Background: an optimization exercise with open tools, aiming at small area. Do not read the settings as production practice.
In this exercise RTL edits were held to simulation tests only and were not proved equivalent to the original.
Power figures rest on the tool's default switching activity, not on a simulated workload.

## flow/design.v

```verilog
module pxconv(
    input clk,
    input rst,
	input [15:0] axi_to_pxconv_data,
	input axi_to_pxconv_valid,
	input pixel_ack,
	output reg pxconv_to_axi_ready_to_rd,
	output reg [11:0] pxconv_to_axi_mst_length,
	output [3:0] pxconv_to_bram_we,
	output reg [31:0] pxconv_to_bram_data,
	output reg pxconv_to_bram_wr_en,
	output reg [31:0] pxconv_to_bram_addr,
	output busy,
	output reg wnd_in_bram
    );
	wire [15:0] px_low_red, px_low_blue, px_low_green;
	wire [17:0] px_low_grey;
	reg [23:0] px_cnt;
	reg [23:0] row_cnt;
	reg [23:0] px_cnt_d;
	reg [15:0] axi_to_pxconv_data_d;
	reg axi_to_pxconv_valid_d;
	assign px_low_red = (((axi_to_pxconv_data_d & 16'hf800) >> 11) << 3);
	assign px_low_blue = (((axi_to_pxconv_data_d & 16'h07e0) >> 5) << 2);
	assign px_low_green = ((axi_to_pxconv_data_d & 16'h001f) << 3);
	assign px_low_grey = (px_low_red + px_low_blue + px_low_green) / 3;
	assign pxconv_to_bram_we = 4'hf;
	assign busy = pxconv_to_bram_wr_en; 
	always@(posedge clk) begin
		if(rst) begin
			pxconv_to_bram_data <= 'h0;
			pxconv_to_bram_addr <= 'h1400;
			pxconv_to_bram_wr_en <= 1'b0;
			px_cnt <= 24'b0;
			px_cnt_d <= 24'b0;
			row_cnt <= 24'b0;
			axi_to_pxconv_valid_d <= 1'b0;
		end
		else begin
			axi_to_pxconv_data_d <= axi_to_pxconv_data;
			axi_to_pxconv_valid_d <= axi_to_pxconv_valid;
			px_cnt_d <= px_cnt;
			pxconv_to_bram_data <= {16'b0, px_low_grey[15:0]};
			if(axi_to_pxconv_valid) begin
				if(px_cnt == 24'h4B000) begin   
					px_cnt <= 24'h0;
				end
				else begin
					px_cnt <= px_cnt + 1;
				end
			end
			if(axi_to_pxconv_valid_d) begin
				pxconv_to_bram_wr_en <= 1'b1;
				if(px_cnt_d == 32'h4B000) begin
					px_cnt_d <= 24'b0;
				end
				else begin
					px_cnt_d <= px_cnt_d + 1;
				end
				if(pxconv_to_bram_addr == 'h1400) begin
					pxconv_to_bram_addr <= 'h0;
				end 
				else begin
					pxconv_to_bram_addr <= pxconv_to_bram_addr + 1;
				end
			end
			else begin
				pxconv_to_bram_wr_en <= 1'b0;
			end
		end
	end
	always@(posedge clk) begin
		if(rst) begin
			pxconv_to_axi_mst_length <= 11'h80;  
		end
		else begin
			if(px_cnt < 24'h1400) begin
				pxconv_to_axi_mst_length <= 11'h80;  
			end
			else begin
				pxconv_to_axi_mst_length <= 11'h80;  
			end
		end
	end
	always@(posedge clk) begin
		if(rst) begin
			pxconv_to_axi_ready_to_rd <= 1'b0;
			row_cnt <= 24'h0;
		end
		else begin
			if(px_cnt < 24'h13FF) begin  
				pxconv_to_axi_ready_to_rd <= 1'b1;
			end
			else begin
				if(pixel_ack) begin
					row_cnt <= row_cnt + 1;
					pxconv_to_axi_ready_to_rd <= 1'b1;
				end
				else begin
					pxconv_to_axi_ready_to_rd <= 1'b0;
				end
			end
		end
	end
	always@(posedge clk) begin
		if(rst) begin
			wnd_in_bram <= 1'b0;
		end
		else begin
			if(px_cnt_d >= 24'h1400) wnd_in_bram <= 1'b1;
			else wnd_in_bram <= 1'b0;
		end
	end
endmodule
```

## flow/config.mk

```make
export PLATFORM = sky130hd
export DESIGN_NAME = pxconv
export DESIGN_NICKNAME = pxconv
export VERILOG_FILES = /design/flow/design.v
export SDC_FILE = /design/flow/constraint.sdc
export NUM_CORES = 4
export LEC_CHECK = 0
export CAP_MARGIN = 20
export CORE_MARGIN = 2
export CORE_UTILIZATION = 40
export SLEW_MARGIN = 20
```

## flow/constraint.sdc

```tcl
create_clock -name core_clock -period 10.0 [get_ports {clk}]
set_input_delay 2.0000 -clock core_clock [delete_from_list [all_inputs] [get_ports {clk}]]
set_output_delay 2.0000 -clock core_clock [all_outputs]
set_load 0.01 [all_outputs]
```

## flow/run.sh

```bash
#!/bin/bash
# synth_recipe.tcl (not shown) runs the flow's synth.tcl, then flattens the netlist and writes it again
# the make line also repeats each setting of config.mk as NAME=value (left out here)
make -C /OpenROAD-flow-scripts/flow DESIGN_CONFIG=/design/flow/config.mk WORK_HOME=/design/flow/orfs CLKGATE_MAP_FILE= SYNTH_SCRIPT=/design/flow/synth_recipe.tcl finish
```

==> results.sh, run 1 <==
export IMPL_crit_arrival_ns=6.72
export IMPL_final_area_um2=7610
export IMPL_finalSetupViolCount=0
export IMPL_hp_class="reg2reg"
export IMPL_synth_top_area_cell="dfxtp_1"
export IMPL_power_frac_seq_pct=29.9
export IMPL_cts_buffers=9
export IMPL_clock_path_buffers=2
export IMPL_ys_flop_type="dfxtp_1"
export IMPL_yosys_warnings=1
export IMPL_dp_slack_ns=3.63
export IMPL_critPathRequiredTime_ns=10.24
export IMPL_synth_edff_count=16
export IMPL_netSwitchingFraction_pct=40.4
export IMPL_finalHoldViolCount=0
export IMPL_fillers=1595
export IMPL_tightest_slew_ns=0.982
export IMPL_p_leak_nw=2.81
export IMPL_grt_first_pass_wirelength_um=25600
export IMPL_dieArea_um2=17600
export IMPL_rows=47
export IMPL_p_switching_mw=0.647
export IMPL_ctsHoldBuffers=0
export IMPL_rsz0062_at_grt="no"
export IMPL_vdd_drop_max_v=0.0000997
export IMPL_hold_start="pxconv_to_bram_addr[9]"
export IMPL_synth_area_per_cell_um2=8.46
export IMPL_cts_tree="done"
export IMPL_setup_ws_ns=3.52
export IMPL_final_util_pct=46.4
export IMPL_syn_inst=785
export IMPL_cap_violations=0
export IMPL_worst_setup_path_start_kind="flip-flop"
export IMPL_p_clk_share_pct=23.9
export IMPL_io_buffer_count=64
export IMPL_outcome="finished clean"
export IMPL_final_cells=1055
export IMPL_hold_depth=2
export IMPL_grt_max_degree=39
export IMPL_pin_count=104
export IMPL_rr_worst_depth=27
export IMPL_vias=5517
export IMPL_drt_iter0_markers=586
export IMPL_antenna_found_initial=0
export IMPL_vias_per_cell=5.23
export IMPL_r2r_start="axi_to_pxconv_data_d[4]"
export IMPL_ys_async_sr_fraction_pct=0
export IMPL_grt_usage_pct=17.7
export IMPL_ff2ff_setup_slack_ns=3.52
export IMPL_die_h_um=133
export IMPL_antenna_cells=0
export IMPL_postCtsSetupBuffers=0
export IMPL_dp_hpwl_um=10900
export IMPL_clk_insertion_delay_late_ns=0.36
export IMPL_power_frac_comb_pct=46.3
export IMPL_power_density_nw_per_um2=210
export IMPL_core_area_um2=16400
export IMPL_die_width_um=133
export IMPL_fin_tns_setup_ns=0
export IMPL_gr_total_overflow=0
export IMPL_ys_types=86
export IMPL_ys_ff_latch=109
export IMPL_cp_end_kind="flip-flop"
export IMPL_cts_resized=0
export IMPL_syn_area_um2=6640
export IMPL_cts_root_buf="clkbuf_16"
export IMPL_critical_path_class="reg2reg"
export IMPL_drt_pass1_iter_count=5
export IMPL_timing_rr_end="pxconv_to_bram_data[0]"
export IMPL_synth_top_area_share_pct=28.0
export IMPL_drive_gt1_share_pct=6.23
export IMPL_hold_path_end="pxconv_to_bram_addr[9]"
export IMPL_final_net_count=869
export IMPL_synthTopCellsByArea="dfxtp_1, edfxtp_1, nor2_1, xor2_1, buf_4"
export IMPL_drv_slew=0
export IMPL_cts_num_sinks=109
export IMPL_finalCritPeriodShare_pct=64.8
export IMPL_place_area_um2=7300
export IMPL_drc=0
export IMPL_period_needed_ns=6.48
export IMPL_seqCellArea_um2=2340
export IMPL_htree_levels=3
export IMPL_maxSlewHeadroom_pct=34.1
export IMPL_area_delta_synth_final_pct=14.6
export IMPL_finClkSkew_ns=0.0119
export IMPL_dp_cells=1039
export IMPL_postRouteWirelength_um=15400
export IMPL_clk_pin_slew_worst_paths_ns=0.08
export IMPL_multi_input_area_um2=3900
export IMPL_power_internal_mw=0.954
export IMPL_seq_area_frac_synth_pct=35.3
export IMPL_timing_hold_ws_ns=0.529
export IMPL_power_mw=1.60
export IMPL_start_util_pct=40.5
export IMPL_gp_congestion=0.904
export IMPL_detail_route_wl_per_cell_um=14.6
export IMPL_first_global_vias=5199
export IMPL_cp_max_fo=17
export IMPL_fmax_mhz=154
export IMPL_antenna_left=0
metal layers:
layer | global-route usage (%) | vias up | part of all wire [%]
met3 | 3.30 | 31 | 4.1
li1 | - | 2787 | -
met1 | 24.0 | 2556 | 48
met5 | 0 | - | 0
met4 | 6.63 | 0 | 2.1
met2 | 28.2 | 143 | 46
flip-flops by register name (all words and copies together), names as in the netlist:
signal,flops
wnd_in_bram,1
pxconv_to_axi_ready_to_rd,1
px_cnt,24
pxconv_to_bram_data,9
pxconv_to_bram_addr,32
axi_to_pxconv_data_d,16
px_cnt_d,24
axi_to_pxconv_valid_d,1
pxconv_to_bram_wr_en,1
worst max-delay path: stages (launching register included):
cell,delay [ns]
edfxtp_1,0.32
inv_1,0.05
fa_1,0.53
inv_1,0.05
ha_1,0.75
clkinv_1,0.43
nor3_1,0.38
nor2_1,0.08
nor2_1,0.11
ha_1,0.27
nand4b_1,0.17
nand3_1,0.12
o2111a_1,0.25
o211ai_1,0.22
nand2_2,0.27
o311ai_0,0.16
o211ai_1,0.15
nand3_1,0.13
ha_1,0.27
nor2_1,0.24
o41ai_2,0.14
nor3_2,0.28
nor2_1,0.09
xor2_1,0.22
ha_1,0.19
inv_1,0.07
a2111oi_2,0.33
a22oi_1,0.10
worst max path at each step:
| stage | from | endpoint | slack [ns] | cells after the start |
|---|---|---|---|---|
| after floorplan | axi_to_pxconv_data_d[1] | pxconv_to_bram_data[0] | 4.43 | 29 |
| after global placement | axi_to_pxconv_data_d[4] | pxconv_to_bram_data[0] | 3.86 | 27 |
| after detailed placement | axi_to_pxconv_data_d[4] | pxconv_to_bram_data[0] | 3.63 | 27 |
| after CTS | axi_to_pxconv_data_d[4] | pxconv_to_bram_data[0] | 3.60 | 27 |
| after global routing | axi_to_pxconv_data_d[4] | pxconv_to_bram_data[0] | 3.02 | 27 |
| final | axi_to_pxconv_data_d[4] | pxconv_to_bram_data[0] | 3.52 | 27 |
synthesized netlist by cell type (all sizes together), types with 4 or more instances:
master  number
ha          13
fa           6
o21ai       25
nand3       35
and3        13
edfxtp      16
dfxtp       93
nor3        14
inv         25
nand4       25
nor2       118
clkbuf      26
buf         47
nor4b        6
a211oi       5
nor4        19
xor2        49
a31oi        5
o31ai        6
nor2b       26
xnor2       29
a21oi       46
or3          7
mux2i        4
nand2       51
o211ai       5
and4         4
cell type report:
cell class                 count  area share [%]
sequential                   109            30.8
tap                          220            3.62
clock buffer                  10            3.01
clock inverter                 6            1.07
multi-input combinational    613            51.2
timing repair buffer          70            9.01
inverter                      27            1.33
layout by cell type, fill, tap and decap left out, types with 6 or more instances in the layout:
cell type        count
nand4_1             25
edfxtp_1            16
nor2_1             118
clkdlybuf4s50_1     64
clkbuf_16            9
nand3_1             34
nor4b_1              6
and3_1              13
nand2_1             49
or3_1                7
xor2_1              48
a21oi_1             46
ha_1                13
nor2b_1             26
inv_1               24
nor3_1              12
o21ai_0             19
fa_1                 6
nor4_1              17
dfxtp_1             93
conb_1              39
xnor2_1             29
buf_4                6
logic make-up (layout without fill, tap and decap cells):
kind of cell | count (synthesis) | after routing | synth area share [%]
simple gates | 332 | 332 | 25.2
compound gates | 141 | 141 | 15.7
buf+inv | 100 | 113 | 8.35
xor+xnor | 78 | 78 | 10.6
mux | 4 | 4 | 0.603
fa+ha+maj | 19 | 19 | 4.26
flops | 109 | 109 | 35.3
other cells | 2 | 39 | 0.113
power by group through the flow:
stage          Combinational, mW  Clock, mW  Sequential [mW]
6_report                   0.741      0.382            0.479
5_1_grt                    0.809      0.412            0.481
4_1_cts                    0.728      0.394            0.479
3_5_place_dp               0.723          0            0.489
3_3_place_gp               0.730          0            0.490
2_1_floorplan              0.567          0            0.496
==> run 2, diff against run 1 <==
==> flow/design.v (replaced) <==
module pxconv(
    input clk,
    input rst,
	input [15:0] axi_to_pxconv_data,
	input axi_to_pxconv_valid,
	input pixel_ack,
	output reg pxconv_to_axi_ready_to_rd,
	output [11:0] pxconv_to_axi_mst_length,
	output [3:0] pxconv_to_bram_we,
	output [31:0] pxconv_to_bram_data,
	output reg pxconv_to_bram_wr_en,
	output [31:0] pxconv_to_bram_addr,
	output busy,
	output reg wnd_in_bram
    );
	wire [4:0] r = axi_to_pxconv_data[15:11];
	wire [5:0] g = axi_to_pxconv_data[10:5];
	wire [4:0] b = axi_to_pxconv_data[4:0];
	wire [5:0] rb = r + b;
	wire [7:0] s = {1'b0, rb, 1'b0} + {2'b0, g};
	wire [7:0] grey = {s / 3'd3, 2'b0} | (s % 3'd3);
	reg [7:0] grey_d;    
	reg [7:0] data_q;    
	reg [18:0] px_cnt;   
	reg [12:0] addr_q;   
	reg wnd_d;           
	reg valid_d;         
	assign pxconv_to_axi_mst_length = 12'h080;
	assign pxconv_to_bram_we = 4'hf;
	assign pxconv_to_bram_data = {24'b0, data_q};
	assign pxconv_to_bram_addr = {19'b0, addr_q};
	assign busy = pxconv_to_bram_wr_en;
	wire px_last = px_cnt[18] & px_cnt[15] & px_cnt[13] & px_cnt[12];
	wire addr_last = addr_q[12] & addr_q[10];
	always @(posedge clk) begin
		grey_d <= grey;
		data_q <= grey_d;
	end
	always @(posedge clk) begin
		if (rst) begin
			px_cnt <= 19'h0;
			addr_q <= 13'h1400;
			valid_d <= 1'b0;
			pxconv_to_bram_wr_en <= 1'b0;
			pxconv_to_axi_ready_to_rd <= 1'b0;
			wnd_d <= 1'b0;
			wnd_in_bram <= 1'b0;
		end else begin
			if (axi_to_pxconv_valid)
				px_cnt <= px_last ? 19'h0 : px_cnt + 1'b1;
			if (valid_d)
				addr_q <= addr_last ? 13'h0 : addr_q + 1'b1;
			valid_d <= axi_to_pxconv_valid;
			pxconv_to_bram_wr_en <= valid_d;
			pxconv_to_axi_ready_to_rd <= (px_cnt < 19'h13FF) | pixel_ack;
			wnd_d <= px_cnt >= 19'h1400;
			wnd_in_bram <= wnd_d;
		end
	end
endmodule
==> flow/flow/run.sh (new file) <==
#!/bin/bash
# The standard layout, with two changes to how it is built:
#  - the constant outputs share the synthesis's single tie-high and tie-low cells instead of
#    getting one tie cell each;
#  - the port buffers are the smallest buffer, buf_1.
set -euo pipefail
export SKIP_REPAIR_TIE_FANOUT=1
export BUFFER_PORTS_ARGS="-buffer_cell sky130_fd_sc_hd__buf_1"
bash standard.sh > standard.log 2>&1
==> flow/standard.sh (new file) <==
#!/bin/bash
# synth_recipe.tcl (not shown) runs the flow's synth.tcl, then flattens the netlist and writes it again
# the make line also repeats each setting of config.mk as NAME=value (left out here)
make -C /OpenROAD-flow-scripts/flow DESIGN_CONFIG=/design/flow/config.mk WORK_HOME=/design/flow/orfs CLKGATE_MAP_FILE= SYNTH_SCRIPT=/design/flow/synth_recipe.tcl "${@:-finish}"
--- a/flow/config.mk
+++ b/flow/config.mk
@@ -7,2 +7,3 @@
 export LEC_CHECK = 0
+export ABC_AREA = 1
 export CAP_MARGIN = 20
removed: flow/run.sh
==> run 2 against run 1 <==
Compared with the run above:
- clock power is 68% lower
- sequential share of layout area is 2.0 points higher
- combinational power down 42%
- worst hold slack got worse by 0.20 ns
- sequential cell count decreased by 56
- critical endpoint is now grey_d[3]
- first-iteration DRC count fell by 92%
- clock-buffer cell count fell by 5
- largest cell class unchanged
- synthesized area decreased by 50%
- global-route usage is 5.1 points lower
- still clean on timing, DRC and antenna
- fmax rose by 8.9%
- largest power group unchanged
==> results.sh, run 2 <==
export IMPL_yosysMostFrequentCell="nand2_1"
export IMPL_critical_path_class="in2reg"
export IMPL_gr_total_overflow=0
export IMPL_period_needed_ns=5.95
export IMPL_grt_usage_pct=12.6
export IMPL_drc=0
export IMPL_pin_count=104
export IMPL_final_common_cell="nand2_1"
export IMPL_yosys_area_share_simple_pct=26.6
export IMPL_setup_ws_ns=4.05
export IMPL_cts_buffers=5
export IMPL_synth_top_area_share_pct=32.1
export IMPL_worst_setup_path_start_kind="input port"
export IMPL_first_global_vias=2358
export IMPL_antenna_left=0
export IMPL_rsz0062_at_grt="no"
export IMPL_seqCellArea_um2=1060
export IMPL_synth_top_area_cell="dfxtp_1"
export IMPL_power_density_nw_per_um2=250
export IMPL_cap_violations=0
export IMPL_gp_congestion=0.788
export IMPL_grt_max_degree=55
export IMPL_synth_area_per_cell_um2=7.36
export IMPL_tightest_slew_ns=0.647
export IMPL_clock_path_buffers=2
export IMPL_power_mw=0.812
export IMPL_power_frac_seq_pct=31.9
export IMPL_synthTopCellsByArea="dfxtp_1, buf_4, nand2_1, inv_1, ha_1"
export IMPL_regMostFlops="px_cnt"
export IMPL_finalCritPeriodShare_pct=59.5
export IMPL_synth_top_family_by_area="simple AND/OR/NAND/NOR gates"
export IMPL_p_leak_nw=1.39
export IMPL_cts_num_sinks=53
export IMPL_dieArea_um2=9010
export IMPL_critPathRequiredTime_ns=10.21
export IMPL_drive_gt1_share_pct=6.82
export IMPL_io_buffer_count=44
export IMPL_synth_compound_area_share_pct=10.3
export IMPL_antenna_found_initial=0
export IMPL_multi_input_area_um2=1540
export IMPL_ys_types=40
export IMPL_antenna_cells=0
export IMPL_netSwitchingFraction_pct=44.7
export IMPL_htree_levels=2
export IMPL_postRouteWirelength_um=5540
export IMPL_mostFrequentLayoutCells="nand2_1, inv_1, dfxtp_1"
export IMPL_power_frac_comb_pct=52.9
export IMPL_fin_tns_setup_ns=0
export IMPL_cts_root_buf="clkbuf_8"
export IMPL_cts_resized=0
export IMPL_fillers=860
export IMPL_vias=2506
export IMPL_dp_hpwl_um=4480
export IMPL_ys_async_sr_fraction_pct=0
export IMPL_yosys_warnings=1
export IMPL_clk_pin_slew_worst_paths_ns=0.09
export IMPL_synthTopCellsByCount="nand2_1, inv_1, buf_4"
export IMPL_synthXorXnorAreaFrac_pct=1.85
export IMPL_timing_hold_ws_ns=0.334
export IMPL_drt_iter0_markers=47
export IMPL_cts_tree="done"
export IMPL_area_delta_synth_final_pct=-1.93
export IMPL_die_h_um=94.9
export IMPL_synth_mux_area_share_pct=0
export IMPL_maxSlewHeadroom_pct=56.9
export IMPL_ys_flop_type="dfxtp_1"
export IMPL_power_internal_mw=0.449
export IMPL_p_clk_share_pct=15.2
export IMPL_crit_arrival_ns=6.16
export IMPL_drv_slew=0
export IMPL_rows=33
export IMPL_start_util_pct=40.8
export IMPL_largest_registers="px_cnt x19, addr_q x13"
export IMPL_p_switching_mw=0.363
export IMPL_syn_area_um2=3310
export IMPL_place_area_um2=3150
export IMPL_hp_class="reg2reg"
export IMPL_detail_route_wl_per_cell_um=10.2
export IMPL_drt_pass1_iter_count=6
export IMPL_die_width_um=94.9
export IMPL_postCtsSetupBuffers=0
export IMPL_ctsHoldBuffers=0
export IMPL_outcome="finished clean"
export IMPL_final_area_um2=3240
export IMPL_fmax_mhz=168
export IMPL_cp_end_kind="flip-flop"
export IMPL_vias_per_cell=4.60
export IMPL_synth_edff_count=0
export IMPL_cp_max_fo=4
export IMPL_seq_area_frac_synth_pct=32.1
export IMPL_finClkSkew_ns=0.00853
export IMPL_largest_reg_flops=19
export IMPL_dp_slack_ns=3.70
export IMPL_clk_insertion_delay_late_ns=0.31
export IMPL_syn_inst=449
export IMPL_core_area_um2=8090
export IMPL_vdd_drop_max_v=0.000105
export IMPL_finalHoldViolCount=0
export IMPL_finalSetupViolCount=0
export IMPL_final_net_count=478
export IMPL_grt_first_pass_wirelength_um=9250
export IMPL_ys_ff_latch=53
export IMPL_synth_fa_ha_area_share_pct=7.65
==> run 2: layer usage <==
layer / share of wire (%) / GRT usage (%)
met4: 1.8 / 4.95
met1: 47 / 14.2
met3: 3.7 / 2.47
met2: 47 / 23.1
met5: 0 / 0
==> run 2: area by class of cell <==
class	count	area share [%]
clock buffer	5	2.12
tap	105	4.05
sequential	53	32.7
multi-input combinational	269	47.6
clock inverter	3	0.772
inverter	66	7.64
timing repair buffer	44	5.09
==> run 2: worst max-delay path, stage by stage <==
cell and delay (ns):
buf_1 0.07, ha_1 0.24, fa_1 0.53, inv_1 0.06, fa_1 0.41, nand3b_1 0.18
nand2_2 0.11, xor2_1 0.23, nand3_2 0.15, nand2_1 0.10, inv_2 0.04, o21ai_1 0.10
nand2_1 0.11, o21ai_2 0.17, nand2_1 0.10, nand3_2 0.13, nand2_1 0.07, ha_1 0.24
a21oi_4 0.20, nand3_1 0.12, and2_1 0.19, ha_1 0.23, inv_1 0.11, nand3_1 0.12
nand3_1 0.09, nand2_1 0.05
==> run 2: power groups by stage <==
stage                     logic [mW]  registers [mW]  clock network (mW)
after CTS                      0.433           0.260               0.129
after detailed placement       0.431           0.265                   0
final                          0.429           0.259               0.123
after floorplan                0.359           0.272                   0
after global placement         0.422           0.264                   0
after global routing           0.496           0.263               0.136
==> run 2: path summary, 6_finish.rpt <==
kind                               from         end  slack [ns]  depth (start not counted)
setup / recovery  axi_to_pxconv_data[0]   grey_d[3]        4.05                         26
hold / removal                grey_d[2]   data_q[2]        0.33                          0
setup reg to reg              px_cnt[0]  px_cnt[17]        7.67                         15
hold reg to reg               grey_d[2]   data_q[2]        0.33                          0
==> run 2: stage by stage <==
stage               utilization (%)  instances
floorplan                         -        449
CTS                            40.1        545
detailed placement             38.9        537
global route                   40.1        545
finish                         40.1        545
global placement               38.9        537
==> run 2: cells by family after synthesis <==
family | Yosys count
buffers and inverters | 127
AOI/OAI and AO/OA | 57
adders and majority gates | 19
and+or+nand+nor | 184
DFF | 53
other | 2
xor gates and xnor gates | 7

separate check: timing with driven ports:
How much do the figures lean on ideal ports? The routed layouts below were timed once more, with nothing changed but the port constraints. Step 1: set_driving_cell puts a clkbuf_16 on clk and a buf_2 on each other input, an assumption about the parent block. Step 2 also shifts input and output timing later by t, the mid clock arrival at the registers, as if the neighbouring blocks saw the same clock. Three values: ideal, step 1, step 2; two values: the first two.
run | t (ns) | slack for setup (ns) | slew at the worst register clock pin (ns)
run 1 | 0.400 | 3.519 / 3.519 / 3.519 | 0.08 / 0.08
run 2 | 0.333 | 4.047 / 4.055 / 3.722 | 0.10 / 0.10
After both steps every run listed still meets setup and hold. The setup slack of run 2, which loses most, moves by +0.008 ns with the drivers and by -0.325 ns with both steps.
